This is an optimization exercise on Yosys and OpenROAD, whose aim is small area, not a production implementation. The RTL was checked by simulation tests, not by an equivalence proof against the original design. The clock port is modelled as an ideal driver, which makes a skipped or thinned clock tree look cheaper than it is; a real chip needs a root buffer or a tree. Power figures rest on the tool's default switching activity, not on a simulated workload.

Setup of main:
==> flow/design.v <==
module digit_display(number, seven_segment);
parameter [111:0] SEG_TT = 112'd0;
input [3:0] number;
output wire [7:0] seven_segment;
genvar i;
generate
  for (i = 0; i < 7; i = i + 1) begin : seg
    assign seven_segment[i] = SEG_TT[16*i + number];
  end
endgenerate
assign seven_segment[7] = 1'b1;
endmodule
module detection_counter_keeper(in_reset, in_count_increment,
displ0, displ1, displ2, displ3, displ4, displ5);
input in_reset, in_count_increment;
output wire [7:0] displ0, displ1, displ2, displ3, displ4, displ5;
localparam [63:0] U_NEXT = 64'h55500fec0505ff00;
localparam [15:0] U_IS9  = 16'ha;
localparam [3:0]  U_ONE  = 4'd2;
localparam [63:0] M_TOG  = 64'h7777fac8ffffafaf;
localparam [15:0] M_IS9  = 16'hc000;
reg [3:0] dig1, dig2, dig3, dig4, dig5, dig6;
function [3:0] lut4x4;
  input [63:0] tt;
  input [3:0] s;
  integer b;
  begin
    for (b = 0; b < 4; b = b + 1) lut4x4[b] = tt[16*b + s];
  end
endfunction
wire c2 = U_IS9[dig1];
wire c3 = c2 & M_IS9[dig2];
wire c4 = c3 & M_IS9[dig3];
wire c5 = c4 & M_IS9[dig4];
wire c6 = c5 & M_IS9[dig5];
wire wrap = c6 & M_IS9[dig6];
always @(posedge in_count_increment or posedge in_reset) begin
    if (in_reset) begin
        dig1 <= 4'd0; dig2 <= 4'd0; dig3 <= 4'd0;
        dig4 <= 4'd0; dig5 <= 4'd0; dig6 <= 4'd0;
    end
    else begin
        dig1 <= lut4x4(U_NEXT, dig1) | ({4{wrap}} & U_ONE);
        dig2 <= dig2 ^ ({4{c2}} & lut4x4(M_TOG, dig2));
        dig3 <= dig3 ^ ({4{c3}} & lut4x4(M_TOG, dig3));
        dig4 <= dig4 ^ ({4{c4}} & lut4x4(M_TOG, dig4));
        dig5 <= dig5 ^ ({4{c5}} & lut4x4(M_TOG, dig5));
        dig6 <= dig6 ^ ({4{c6}} & lut4x4(M_TOG, dig6));
    end
end
digit_display #(.SEG_TT(112'h50555443f2e0f0c00c000300e0c)) d1(.number(dig1), .seven_segment(displ0));
digit_display #(.SEG_TT(112'h888b3c0ceeeeaaaa30000540aa00)) d2(.number(dig2), .seven_segment(displ1));
digit_display #(.SEG_TT(112'h888b3c0ceeeeaaaa30000540aa00)) d3(.number(dig3), .seven_segment(displ2));
digit_display #(.SEG_TT(112'h888b3c0ceeeeaaaa30000540aa00)) d4(.number(dig4), .seven_segment(displ3));
digit_display #(.SEG_TT(112'h888b3c0ceeeeaaaa30000540aa00)) d5(.number(dig5), .seven_segment(displ4));
digit_display #(.SEG_TT(112'h888b3c0ceeeeaaaa30000540aa00)) d6(.number(dig6), .seven_segment(displ5));
endmodule
Settings: LEC_CHECK=0, ABC_AREA=1, CAP_MARGIN=20, CORE_MARGIN=2, CORE_UTILIZATION=60, CTS_BUF_LIST=sky130_fd_sc_hd__clkbuf_16, SLEW_MARGIN=20; clock period 50.0 ns.
run.sh (not shown) runs the stock make flow with config.mk's settings and CLKGATE_MAP_FILE= SYNTH_SCRIPT=/design/flow/synth_recipe.tcl, a recipe that flattens the netlist after the stock synthesis.
main finished all stages; the layout is clean.
Changes in the feature branch relative to main:
- CTS_CLUSTER_SIZE: unset -> 30
- CORE_AREA: unset -> 3 3 72 72
- CORE_MARGIN: 2 -> unset
- CORE_UTILIZATION: 60 -> unset
- CTS_CLUSTER_DIAMETER: unset -> 200
- DIE_AREA: unset -> 0 0 75 75
- CTS_BUF_LIST: sky130_fd_sc_hd__clkbuf_16 -> sky130_fd_sc_hd__clkbuf_8
Findings:
Compared with main, in the feature branch weighted congestion reported at the end of routability-driven placement went down, maximum clock skew at final layout did not really move, switching component of the power went down, combinational power went down. For the clock transition at the registers of the reported paths, the feature branch came in 0.02 ns higher than main did. From main to the feature branch the numbers moved as follows: signed area change from the synthesized netlist to the final layout dropped 0.64 points; number of max-cap violations roughly the same; wire length of the first global-routing pass picked up an extra about 7%; number of well taps has increased.


Another version of the RTL of detection_counter_keeper (not shown whole).
Size in the first run: ~160 cells after synthesis, roughly 24 flip-flops, roughly 50 I/O pins, roughly 1300 sq um of cells after synthesis.
clock: 50.0 ns
lec_check: 0
abc_area: 1
cap_margin: 20
core_area: 3 3 72 72
die_area: 0 0 75 75
slew_margin: 20
standard.sh (not shown) runs the stock make flow with config.mk's settings and CLKGATE_MAP_FILE= SYNTH_SCRIPT=/design/flow/synth_recipe.tcl, a recipe that flattens the netlist after the stock synthesis.
==> flow/flow/run.sh <==
#!/bin/bash
# Own layout flow: the standard ORFS flow with three changes:
#  - synthesis: Yosys's half/full adder extraction is skipped and ABC maps for
#    area without buffering/upsizing (flow/abc_area_plain.script);
#  - port buffering uses the smallest buffer (buf_1) instead of the default;
#  - CTS does not insert dummy loads.
# Each tool's output goes to its own log in this folder (and ORFS's logs).
set -euo pipefail
W=$(pwd)
F=$W/flow
export MY_ABC_SCRIPT=$F/abc_area_plain.script
export BUFFER_PORTS_ARGS="-buffer_cell sky130_fd_sc_hd__buf_1"
export CTS_ARGS="-sink_clustering_enable -sink_clustering_size 30 -sink_clustering_max_diameter 500 -sink_clustering_levels 1 -dont_use_dummy_load -buf_list sky130_fd_sc_hd__clkbuf_8 -root_buf sky130_fd_sc_hd__clkbuf_8 -repair_clock_nets"
make -C "$FLOW_HOME" DESIGN_CONFIG=$W/config.mk WORK_HOME=$W/orfs CLKGATE_MAP_FILE= \
  SYNTH_SCRIPT=$F/synth.tcl synth > $W/make_synth.log 2>&1
make -C "$FLOW_HOME" DESIGN_CONFIG=$W/config.mk WORK_HOME=$W/orfs CLKGATE_MAP_FILE= \
  SYNTH_SCRIPT=$F/synth.tcl finish > $W/make_finish.log 2>&1
R=$W/orfs/results/$FLOW_PLATFORM/detection_counter_keeper/base
: # left out here: write the final layout as DEF
==> flow/flow/abc_area_plain.script <==
strash
dch
map -a
topo
==> flow/flow/synth.tcl <==
# The standard flow's synthesis script (synth_recipe.tcl) with two overrides:
# extract_fa is skipped and abc gets this flow's area script.
proc synth {args} { yosys synth -nofsm -noshare {*}$args }
proc extract_fa {args} { puts "extract_fa skipped" }
proc abc {args} {
  set i [lsearch -exact $args -script]
  if { $i >= 0 } { lset args [expr {$i + 1}] $::env(MY_ABC_SCRIPT) }
  yosys abc {*}$args
}
source $::env(SCRIPTS_DIR)/synth.tcl
# left out here: clear keep_hierarchy, flatten, clean up, hide names made inside functions, write 1_2_yosys.v
==> next run, changes <==
==> flow/flow/run.sh (replaced) <==
#!/bin/bash
# Own layout flow: the standard ORFS flow with three changes:
#  - synthesis: Yosys's half/full adder extraction is skipped and ABC maps for
#    area (deepsyn, then amap) without buffering or upsizing (flow/abc_area_plain.script);
#  - port buffering uses the smallest buffer (buf_1) instead of the default;
#  - CTS does not insert dummy loads.
# Each tool's output goes to its own log in this folder (and ORFS's logs).
set -euo pipefail
W=$(pwd)
F=$W/flow
export MY_ABC_SCRIPT=$F/abc_area_plain.script
export BUFFER_PORTS_ARGS="-buffer_cell sky130_fd_sc_hd__buf_1"
export CTS_ARGS="-sink_clustering_enable -dont_use_dummy_load -buf_list sky130_fd_sc_hd__clkbuf_16 -root_buf sky130_fd_sc_hd__clkbuf_16 -repair_clock_nets"
export POST_CTS_TCL=$F/post_cts.tcl
export SKIP_REPAIR_TIE_FANOUT=1
export SYNTH_INSBUF=0
make -C "$FLOW_HOME" DESIGN_CONFIG=$W/config.mk WORK_HOME=$W/orfs CLKGATE_MAP_FILE= \
  SYNTH_SCRIPT=$F/synth.tcl synth > $W/make_synth.log 2>&1
make -C "$FLOW_HOME" DESIGN_CONFIG=$W/config.mk WORK_HOME=$W/orfs CLKGATE_MAP_FILE= \
  SYNTH_SCRIPT=$F/synth.tcl finish > $W/make_finish.log 2>&1
R=$W/orfs/results/$FLOW_PLATFORM/detection_counter_keeper/base
: # left out here: write the final layout as DEF
==> flow/flow/abc_area_plain.script (replaced) <==
strash
&get -n
&deepsyn -T 60 -S 1
&put
dch -f
amap
topo
==> flow/flow/post_cts.tcl (new file) <==
# After CTS: replace the small clock tree CTS built (a root buffer and leaf
# buffers) by one clkbuf_16 that drives every flip-flop clock pin, placed at
# the flip-flops' centre. All registers keep the same clock arrival.
set block [ord::get_db_block]
set db [ord::get_db]
set clk_port in_count_increment
set root_net [[$block findBTerm $clk_port] getNet]

set cts_insts {}
set cts_nets {}
foreach inst [$block getInsts] {
  set n [$inst getName]
  if { [string match "clkbuf_*_$clk_port" $n] || [string match "clkload*" $n] } {
    lappend cts_insts $inst
    set xt [$inst findITerm X]
    if { $xt != "NULL" && [$xt getNet] != "NULL" } { lappend cts_nets [$xt getNet] }
  }
}
set sinks {}
set sx 0
set sy 0
foreach inst [$block getInsts] {
  set ck [$inst findITerm CLK]
  if { $ck != "NULL" && [$ck getNet] != "NULL" } {
    lappend sinks $ck
    set b [$inst getBBox]
    set sx [expr {$sx + ([$b xMin] + [$b xMax]) / 2}]
    set sy [expr {$sy + ([$b yMin] + [$b yMax]) / 2}]
  }
}
set ns [llength $sinks]
puts "single clock buffer: removing [llength $cts_insts] CTS cells, $ns sinks"
foreach ck $sinks { $ck disconnect }
foreach inst $cts_insts {
  foreach it [$inst getITerms] { if { [$it getNet] != "NULL" } { $it disconnect } }
  odb::dbInst_destroy $inst
}
foreach net $cts_nets { odb::dbNet_destroy $net }

set master [$db findMaster sky130_fd_sc_hd__clkbuf_16]
set buf [odb::dbInst_create $block $master clkbuf_single_$clk_port]
set net [odb::dbNet_create $block clknet_single_$clk_port]
$net setSigType CLOCK
$root_net setSigType CLOCK
[$buf findITerm A] connect $root_net
[$buf findITerm X] connect $net
foreach ck $sinks { $ck connect $net }
$buf setLocation [expr {$sx / $ns}] [expr {$sy / $ns}]
$buf setPlacementStatus PLACED
detailed_placement
check_placement -verbose
estimate_parasitics -placement
report_clock_skew
=>
- routed wire length came out lower slightly
- total power went down by a few percent
- hold slack got worse by 58 ps
- fmax hardly moves
==> next run, changes <==
--- a/flow/flow/run.sh
+++ b/flow/flow/run.sh
@@ -2,5 +2,5 @@
 # Own layout flow: the standard ORFS flow with three changes:
 #  - synthesis: Yosys's half/full adder extraction is skipped and ABC maps for
-#    area (deepsyn, then amap) without buffering or upsizing (flow/abc_area_plain.script);
+#    area without buffering/upsizing (flow/abc_area_plain.script);
 #  - port buffering uses the smallest buffer (buf_1) instead of the default;
 #  - CTS does not insert dummy loads.
==> flow/flow/abc_area_plain.script (replaced) <==
strash
dch
map -a
topo
Outcome: Routed wire length rose by 2.4%. Die area stays the same. Core utilization rose by 0.42 points. Combinational power rose by about 0.7%. Critical path depth does not change. Hold slack gains 71 ps. Design area rose by about 1.3%. Synthesized cell count fell by 2.5%.
==> next run, changes <==
--- a/flow/flow/run.sh
+++ b/flow/flow/run.sh
@@ -11,8 +11,5 @@
 export MY_ABC_SCRIPT=$F/abc_area_plain.script
 export BUFFER_PORTS_ARGS="-buffer_cell sky130_fd_sc_hd__buf_1"
-export CTS_ARGS="-sink_clustering_enable -dont_use_dummy_load -buf_list sky130_fd_sc_hd__clkbuf_16 -root_buf sky130_fd_sc_hd__clkbuf_16 -repair_clock_nets"
-export POST_CTS_TCL=$F/post_cts.tcl
-export SKIP_REPAIR_TIE_FANOUT=1
-export SYNTH_INSBUF=0
+export CTS_ARGS="-sink_clustering_enable -repair_clock_nets -dont_use_dummy_load ${MY_CTS_EXTRA:-}"
 make -C "$FLOW_HOME" DESIGN_CONFIG=$W/config.mk WORK_HOME=$W/orfs CLKGATE_MAP_FILE= \
   SYNTH_SCRIPT=$F/synth.tcl synth > $W/make_synth.log 2>&1
- CORE_AREA: 3 3 72 72 -> not set
- CORE_MARGIN: not set -> 2
- CORE_UTILIZATION: not set -> 60
- CTS_BUF_LIST: not set -> sky130_fd_sc_hd__clkbuf_8
- CTS_CLUSTER_DIAMETER: not set -> 200
- CTS_CLUSTER_SIZE: not set -> 30
- DIE_AREA: 0 0 75 75 -> not set
removed: flow/flow/post_cts.tcl
Effect:
- global-route usage goes up by 11 points
- worst setup slack gets worse by 180 ps
- total power shrinks by a few percent
- clock skew barely changes
- via count came out higher by a few percent
- worst hold slack loses 10 ps
- sequential share of layout area came out higher by 0.40 points
- routed wire length goes down by roughly a tenth
- combinational power goes down slightly
- design area drops slightly
==> next run, changes <==
--- a/flow/flow/run.sh
+++ b/flow/flow/run.sh
@@ -11,5 +11,6 @@
 export MY_ABC_SCRIPT=$F/abc_area_plain.script
 export BUFFER_PORTS_ARGS="-buffer_cell sky130_fd_sc_hd__buf_1"
-export CTS_ARGS="-sink_clustering_enable -repair_clock_nets -dont_use_dummy_load ${MY_CTS_EXTRA:-}"
+export CTS_ARGS="-sink_clustering_enable -dont_use_dummy_load -buf_list sky130_fd_sc_hd__clkbuf_16 -root_buf sky130_fd_sc_hd__clkbuf_16 -repair_clock_nets"
+export POST_CTS_TCL=$F/post_cts.tcl
 make -C "$FLOW_HOME" DESIGN_CONFIG=$W/config.mk WORK_HOME=$W/orfs CLKGATE_MAP_FILE= \
   SYNTH_SCRIPT=$F/synth.tcl synth > $W/make_synth.log 2>&1
==> flow/flow/post_cts.tcl (new file) <==
# After CTS: replace the small clock tree CTS built (a root buffer and leaf
# buffers) by one clkbuf_16 that drives every flip-flop clock pin, placed at
# the flip-flops' centre. All registers keep the same clock arrival.
set block [ord::get_db_block]
set db [ord::get_db]
set clk_port in_count_increment
set root_net [[$block findBTerm $clk_port] getNet]

set cts_insts {}
set cts_nets {}
foreach inst [$block getInsts] {
  set n [$inst getName]
  if { [string match "clkbuf_*_$clk_port" $n] || [string match "clkload*" $n] } {
    lappend cts_insts $inst
    set xt [$inst findITerm X]
    if { $xt != "NULL" && [$xt getNet] != "NULL" } { lappend cts_nets [$xt getNet] }
  }
}
set sinks {}
set sx 0
set sy 0
foreach inst [$block getInsts] {
  set ck [$inst findITerm CLK]
  if { $ck != "NULL" && [$ck getNet] != "NULL" } {
    lappend sinks $ck
    set b [$inst getBBox]
    set sx [expr {$sx + ([$b xMin] + [$b xMax]) / 2}]
    set sy [expr {$sy + ([$b yMin] + [$b yMax]) / 2}]
  }
}
set ns [llength $sinks]
puts "single clock buffer: removing [llength $cts_insts] CTS cells, $ns sinks"
foreach ck $sinks { $ck disconnect }
foreach inst $cts_insts {
  foreach it [$inst getITerms] { if { [$it getNet] != "NULL" } { $it disconnect } }
  odb::dbInst_destroy $inst
}
foreach net $cts_nets { odb::dbNet_destroy $net }

set master [$db findMaster sky130_fd_sc_hd__clkbuf_16]
set buf [odb::dbInst_create $block $master clkbuf_single_$clk_port]
set net [odb::dbNet_create $block clknet_single_$clk_port]
$net setSigType CLOCK
$root_net setSigType CLOCK
[$buf findITerm A] connect $root_net
[$buf findITerm X] connect $net
foreach ck $sinks { $ck connect $net }
$buf setLocation [expr {$sx / $ns}] [expr {$sy / $ns}]
$buf setPlacementStatus PLACED
detailed_placement
check_placement -verbose
estimate_parasitics -placement
report_clock_skew
- CORE_AREA: not set -> 3 3 72 72
- CORE_MARGIN: 2 -> not set
- CORE_UTILIZATION: 60 -> not set
- CTS_BUF_LIST: sky130_fd_sc_hd__clkbuf_8 -> not set
- CTS_CLUSTER_DIAMETER: 200 -> not set
- CTS_CLUSTER_SIZE: 30 -> not set
- DIE_AREA: not set -> 0 0 75 75
Outcome:
- clock power increases by 5.2%
- global-route usage decreases by 11 points
- routed wire length is higher by 8.8%
- setup slack improves by 160 ps
- total power went up by about 1.5%
- fmax rises by 1.5%
- sequential power is about the same
- area after synthesis does not change
- flip-flop and latch count stays the same
- register-to-register slack gets worse by 50 ps
The clock cells of the second, third and fifth runs of this note come from the design's own scripts or RTL, not from TritonCTS.

==> afterwards: timing with drivers on the ports <==
The flow's constraints put no driver on any port. The routed layouts listed below were extracted and timed again, unchanged, in two steps.
Step 1 sets driving cells, clkbuf_16 on the clock port and buf_2 on the other inputs (assumed; they add their load-dependent delay and slew).
Step 2 moves the port delays by t, midway between the first and last clock arrival at a register: inputs arrive t later, outputs are due t later. That takes back most of the time a late clock gives input paths.
a / b / c = ideal / step 1 / step 2; a / b = the first two.
run | t, ns | setup WS [ns] | clock arrival spread, ns
main | 0.280 | 38.185 / 38.157 / 38.436 | 0.003 / 0.003
the feature branch | 0.279 | 38.144 / 38.119 / 38.398 | 0.001 / 0.001
the first run of note 2 | 0.279 | 38.648 / 38.625 / 38.904 | 0.010 / 0.010
the second run of note 2 | 0.190 | 38.645 / 38.616 / 38.806 | 0.004 / 0.004
the third run of note 2 | 0.187 | 38.750 / 38.722 / 38.909 | 0.001 / 0.002
the fourth run of note 2 | 0.325 | 38.571 / 38.552 / 38.876 | 0.003 / 0.003
the fifth run of note 2 | 0.184 | 38.735 / 38.706 / 38.890 | 0.002 / 0.002
After both steps setup and hold are still met in every run listed.
